Background: an optimization exercise with open tools, aiming at small area and a short achievable clock period. Do not read the settings as production practice. RTL that was checked went through simulation tests only; none was proved equivalent to the original. No activity file was given, so power comes from the tool's default toggle rates.

==> job 182: inputs <==
Design MyComputer, start of the top module:
module MyComputer(
	input Clock,
	output [9:0] LEDR,
	input [9:0] SW,
	input [3:0] KEY,
	output [6:0] HEX0,
	output [6:0] HEX1,
	output [6:0] HEX2,
	output [6:0] HEX3,
	output [6:0] HEX4,
	output [6:0] HEX5
);
	reg rs1, rs2, rst;
	reg [4:0] dcnt;
	wire dtog = (dcnt == 5'd29);
	wire rst_n = dtog ? !rst : rst;      
	always @(posedge Clock) begin
		rs1 <= SW[9];
		rs2 <= rs1;
		dcnt <= ((rst == rs2) | dtog) ? 5'd0 : dcnt + 5'd1;
		rst <= rst_n;
	end
	reg ts1;
	reg [3:0] k1, k2, k3;
	always @(posedge Clock) begin
		ts1 <= SW[8];
		k1 <= {KEY[3], ~KEY[2:0]};
		k2 <= k1;
		k3 <= k2;
	end
	wire [3:0] pb = k3 & ~k2;
	reg [7:0] pdat, dinp;
	always @(posedge Clock)
		if (k1[3] & ~KEY[3]) pdat <= SW[7:0];
	reg [7:0] cnt;
	reg go, ngo;
	wire cwrap = (cnt == 8'd250);
	wire go_n = !rst_n && ((!rst && cwrap) || ts1);
	always @(posedge Clock) begin
		cnt <= rst ? 8'd1 : cwrap ? 8'd0 : cnt + 8'd1;
		go <= go_n;
		ngo <= !go_n;
	end
	reg [6:0] ip;
	reg [7:0] s0, s1, s2, s3;    
	reg [3:0] sz;                
	reg sz5;                     
	reg [5:0] gout;              
	reg enA, enB_n, enC, enD_n;  
	reg [5:0] flag;
	wire [6:0] tgt;
	wire g_ld0, g_ldsz, g4_set, g4_clr, g5_set, g5_clr, g6_set, g6_clr;
	wire s0_we, s1_we, s2_we, s3_we, d_we;
	wire f0_clr, f1_clr, f2_clr, f3_clr, f4_we, f5_we;
	wire sz_clr, sz_shl, sz_shr, sz_one, sz5_set, sz5_clr;
	wire s0_dinp, s0_s1, s0_sum, s0_mq, s1_s0, s2_s1, f4_sum, f5_shr;
	wire c_f0, c_f1, c_f2, c_f3, c_sz0, c_szeq1, c_sz1, c_sz2, c_sz3, c_fz, c_go;
	Ctrl ctl(.ip(ip), .tgt(tgt),
		.g_ld0(g_ld0), .g_ldsz(g_ldsz), .g4_set(g4_set), .g4_clr(g4_clr),
		.g5_set(g5_set), .g5_clr(g5_clr), .g6_set(g6_set), .g6_clr(g6_clr),
  ...
==> flow/config.mk <==
export PLATFORM = sky130hd
export DESIGN_NAME = MyComputer
export DESIGN_NICKNAME = MyComputer
export VERILOG_FILES = /design/flow/design.v
export SDC_FILE = /design/flow/constraint.sdc
export NUM_CORES = 4
export LEC_CHECK = 0
export ABC_AREA = 1
export CAP_MARGIN = 20
export CORE_MARGIN = 2
export CORE_UTILIZATION = 40
export CTS_BUF_LIST = sky130_fd_sc_hd__clkbuf_8
export CTS_CLUSTER_SIZE = 20
export PLACE_DENSITY = 0.6
export SLEW_MARGIN = 20
==> flow/constraint.sdc <==
create_clock -name core_clock -period 11.0 [get_ports {Clock}]
set_input_delay 2.2000 -clock core_clock [delete_from_list [all_inputs] [get_ports {Clock}]]
set_output_delay 2.2000 -clock core_clock [all_outputs]
set_load 0.01 [all_outputs]
standard.sh (not shown) runs the stock make flow with config.mk's settings and CLKGATE_MAP_FILE= SYNTH_SCRIPT=/design/flow/synth_recipe.tcl, a recipe that flattens the netlist after the stock synthesis.
==> flow/flow/run.sh <==
#!/bin/bash
# The standard layout (standard.sh), with buf_4 cells as the port buffers
# instead of the default delay buffers, and timing repair aimed below the
# clock period.
bash standard.sh "BUFFER_PORTS_ARGS=-buffer_cell sky130_fd_sc_hd__buf_4" SETUP_SLACK_MARGIN=7.9 finish > standard.log 2>&1
==> job 5653 (differences from job 182) <==
--- a/flow/design.v
+++ b/flow/design.v
@@ -264,28 +264,25 @@
 		k3 <= k2;
 	end
 	wire [3:0] pb = k3 & ~k2;
 	reg [7:0] pdat, dinp;
 	always @(posedge Clock)
 		if (k1[3] & ~KEY[3]) pdat <= SW[7:0];
 	reg [7:0] cnt;
-	reg go, ngo;
+	reg go;
 	wire cwrap = (cnt == 8'd250);
-	wire go_n = !rst_n && ((!rst && cwrap) || ts1);
 	always @(posedge Clock) begin
 		cnt <= rst ? 8'd1 : cwrap ? 8'd0 : cnt + 8'd1;
-		go <= go_n;
-		ngo <= !go_n;
+		go <= !rst_n && ((!rst && cwrap) || ts1);
 	end
 	reg [6:0] ip;
 	reg [7:0] s0, s1, s2, s3;    
 	reg [3:0] sz;                
 	reg sz5;                     
-	reg [5:0] gout;              
-	reg enA, enB_n, enC, enD_n;  
+	reg [6:0] gout;              
 	reg [5:0] flag;
 	wire [6:0] tgt;
 	wire g_ld0, g_ldsz, g4_set, g4_clr, g5_set, g5_clr, g6_set, g6_clr;
 	wire s0_we, s1_we, s2_we, s3_we, d_we;
 	wire f0_clr, f1_clr, f2_clr, f3_clr, f4_we, f5_we;
 	wire sz_clr, sz_shl, sz_shr, sz_one, sz5_set, sz5_clr;
 	wire s0_dinp, s0_s1, s0_sum, s0_mq, s1_s0, s2_s1, f4_sum, f5_shr;
@@ -308,81 +305,70 @@
 	wire taken = c_go | (c_f0 & flag[0]) | (c_f1 & flag[1]) | (c_f2 & flag[2]) |
 		(c_f3 & flag[3]) | (c_sz0 & sz0) | (c_szeq1 & (sz == 4'd1)) |
 		(c_sz1 & sz[1]) | (c_sz2 & sz[2]) | (c_sz3 & sz[3]) | (c_fz & fz);
 	wire [6:0] nip = taken ? tgt : ip + 7'd1;
 	reg [8:0] ma;
 	reg [7:0] mq;
 	reg [3:0] mc;
-	reg mrst, mlast, povr;
-	wire mdone = mc[3] & mc[0];
+	reg mrst, mlast;
+	wire mdone = mc[3];
 	wire msub = mlast & mq[0];
-	wire [8:0] aa = mc[3] ? {s1[7], s1} : ma;
-	wire [8:0] ab = ({s0[7], s0} ^ {9{msub}}) & {9{mc[3] | mq[0]}};
+	wire [8:0] aa = mdone ? {s1[7], s1} : ma;
+	wire [8:0] ab = ({s0[7], s0} ^ {9{msub}}) & {9{mdone | mq[0]}};
 	wire [8:0] msum;
 	Add9 add(.a(aa), .b(ab), .cin(msub), .s(msum));
+	wire sum_ov = msum[8] ^ msum[7];
 	always @(posedge Clock) begin
-		mrst <= !ngo & (s0_we | s1_we);
+		mrst <= go & (s0_we | s1_we);
 		mlast <= !mrst && (mc == 4'd6);
 		if (mrst) begin
 			ma <= 9'd0;
 			mq <= s1;
 			mc <= 4'd0;
 		end else if (!mdone) begin
-			if (mc[3]) begin
-				ma <= msum;
-				povr <= !((&{ma[7:0], mq[7]}) | ~(|{ma[7:0], mq[7]}));
-			end else begin
-				ma <= {msum[8], msum[8:1]};
-				mq <= {msum[0], mq[7:1]};
-			end
+			ma <= {msum[8], msum[8:1]};
+			mq <= {msum[0], mq[7:1]};
 			mc <= mc + 4'd1;
 		end
 	end
-	wire sum_ov = ma[8] ^ ma[7];
+	wire prod_ov = !((&{ma[7:0], mq[7]}) | ~(|{ma[7:0], mq[7]}));
 	reg [6:0] so, st;      
 	reg h2one, h2neg;      
 	reg h3neg;             
 	wire neg = s0[7];
 	wire [3:0] ones, tens;
 	wire ge10, ge100;
 	wire [6:0] so_n, st_n;
 	DecTab dec(.x(s0), .ones(ones), .tens(tens), .ge10(ge10), .ge100(ge100));
 	BcdSeg sg0(.d(ones), .segs(so_n));
 	BcdSeg sg1(.d(tens), .segs(st_n));
 	always @(posedge Clock) begin
-		if (!ngo) begin
+		if (go) begin
 			ip <= nip;
 			if (s0_we) s0 <= ({8{s0_dinp}} & dinp) | ({8{s0_s1}} & s1) |
-				({8{s0_sum}} & ma[7:0]) | ({8{s0_mq}} & mq);
+				({8{s0_sum}} & msum[7:0]) | ({8{s0_mq}} & mq);
 			if (s1_we) s1 <= s1_s0 ? s0 : s2;
 			if (s2_we) s2 <= s2_s1 ? s1 : s3;
 			if (s3_we) s3 <= s2;
 			if (d_we) begin
 				so <= so_n;
 				st <= ge10 ? st_n : neg ? 7'h3f : 7'h7f;
 				h2one <= ge100;
 				h2neg <= neg && ge10 && !ge100;
 				h3neg <= neg && ge100;
 			end
 			if (g_ld0 | g_ldsz) gout[3:0] <= g_ldsz ? sz : 4'd0;
 			if (g_ld0 | g_ldsz | g4_clr | g4_set) gout[4] <= g4_set;
 			if (g_ld0 | g_ldsz | g5_clr | g5_set) gout[5] <= g5_set | (g_ldsz & sz5);
-			if (g_ld0 | g_ldsz | g6_clr | g6_set) begin
-				enA <= g6_set | g_ldsz;
-				enB_n <= !(g6_set | g_ldsz);
-			end
-			if (ip == 7'd0 || ip == 7'd58 || ip == 7'd60 || ip == 7'd63 || ip == 7'd111) begin
-				enC <= ip == 7'd58 || ip == 7'd63 || ip == 7'd111;
-				enD_n <= !(ip == 7'd58 || ip == 7'd63 || ip == 7'd111);
-			end
+			if (g_ld0 | g_ldsz | g6_clr | g6_set) gout[6] <= g6_set | g_ldsz;
 			if (f0_clr) flag[0] <= 1'b0;
 			if (f1_clr) flag[1] <= 1'b0;
 			if (f2_clr) flag[2] <= 1'b0;
 			if (f3_clr) flag[3] <= 1'b0;
-			if (f4_we) flag[4] <= f4_sum ? sum_ov : povr;
+			if (f4_we) flag[4] <= f4_sum ? sum_ov : prod_ov;
 			if (f5_we) flag[5] <= f5_shr & sz[0];
 			if (sz_clr) sz <= 4'd0;
 			if (sz_shl) sz <= {sz[2:0], 1'b0};
 			if (sz_shr) sz <= {1'b0, sz[3:1]};
 			if (sz_one) sz <= 4'd1;
 			if (sz5_clr) sz5 <= 1'b0;
 			if (sz5_set) sz5 <= 1'b1;
@@ -401,19 +387,20 @@
 	wire [6:0] hx4_n, hx5_n;
 	HexSeg sg4(.bin(ip[3:0]), .segs(hx4_n));
 	HexSeg sg5(.bin({1'b0, ip[6:4]}), .segs(hx5_n));
 	always @(posedge Clock) begin
 		hx4 <= hx4_n;
 		hx5 <= hx5_n;
 	end
-	assign LEDR = {flag[5], flag[4], flag[3], go, gout};
-	assign HEX0 = {so[6:4] | {3{!enC}}, so[3:0] | {4{!enA}}};
-	assign HEX1 = {st[6:4] | {3{enD_n}}, st[3:0] | {4{enB_n}}};
-	assign HEX2 = {!(enC && h2neg), 3'b111, !(enC && h2one), !(enC && h2one), 1'b1};
-	assign HEX3 = {!(!enD_n && h3neg), 6'h3f};
+	wire en = gout[6];
+	assign LEDR = {flag[5], flag[4], flag[3], go, gout[5:0]};
+	assign HEX0 = so | {7{!en}};
+	assign HEX1 = st | {7{!en}};
+	assign HEX2 = {!(en && h2neg), 3'b111, !(en && h2one), !(en && h2one), 1'b1};
+	assign HEX3 = {!(en && h3neg), 6'h3f};
 	assign HEX4 = hx4;
 	assign HEX5 = hx5;
 endmodule
 module Add9(input [8:0] a, input [8:0] b, input cin, output [8:0] s);
 	wire [8:0] p = a ^ b;
 	wire [8:0] g0 = a & b;
 	wire [8:0] G0 = {g0[8:1], g0[0] | (p[0] & cin)};
==> flow/flow/run.sh (replaced) <==
#!/bin/bash
# The standard layout (standard.sh), with buf_4 cells as the port buffers
# instead of the default delay buffers.
bash standard.sh "BUFFER_PORTS_ARGS=-buffer_cell sky130_fd_sc_hd__buf_4" finish > standard.log 2>&1
==> flow/config.mk (replaced) <==
export PLATFORM = sky130hd
export DESIGN_NAME = MyComputer
export DESIGN_NICKNAME = MyComputer
export VERILOG_FILES = /design/flow/design.v
export SDC_FILE = /design/flow/constraint.sdc
export NUM_CORES = 4
export LEC_CHECK = 0
export CAP_MARGIN = 20
export CORE_MARGIN = 2
export CORE_UTILIZATION = 40
export PLACE_DENSITY = 0.6
export SLEW_MARGIN = 20
==> run notes <==
metric	job 5653	job 182
Via count of the routed design	7102	7670
Final cell area excluding filler cells	10100 µm²	10200 µm²
Crit path DAT	1.39 ns	1.27 ns
FFs & Latches	156	162
Synth Area in Compound Gates	0.166	0.109
Run status	timing/DRC/antenna clean	timing/DRC/antenna clean
Die width	153 µm	154 µm
Synthesized area	8930 µm²	8960 µm²
Area of the die	23500 µm²	23600 µm²
Clock slew seen by the registers of the worst setup and hold paths	0.07 ns	0.09 ns
Total power	3.36 mW	3.31 mW
Xor and xnor fraction of the mapped netlist area	0.0340	0.0244
Hpwl dp	14500 µm	16700 µm
Slew of the pin with the lowest slew margin	1.05 ns	0.815 ns
For job 182, only the layout was checked, not whether the RTL still works.

[separate check: timing with driven ports]
The flow's constraints put no driver on any port. The routed layouts listed below were extracted and timed again, unchanged, in two steps. Step 1 (the two cells are an assumption about what drives the block):
set clk [get_ports {Clock}]
set_driving_cell -lib_cell sky130_fd_sc_hd__clkbuf_16 $clk
set_driving_cell -lib_cell sky130_fd_sc_hd__buf_2 [delete_from_list [all_inputs] $clk]
Step 2 adds t to the input delays and takes it off the output delays; t is the mean of the earliest and latest rising clock arrival at the registers after step 1. Input paths then give back, and output paths get back, about the clock's delay inside the block. a / b / c = ideal / step 1 / step 2; a / b = the first two.
run	shift t [ns]	setup slack, ns	worst setup path at the end	slew at the worst register clock pin (ns)	cell pins on the clock port's net
job 182	0.497	7.528 / 7.488 / 7.875	input to register	0.10 / 0.10	1
job 5653	0.477	7.406 / 7.360 / 7.570	register to register	0.07 / 0.07	1
After both steps setup and hold are still met in every run listed.
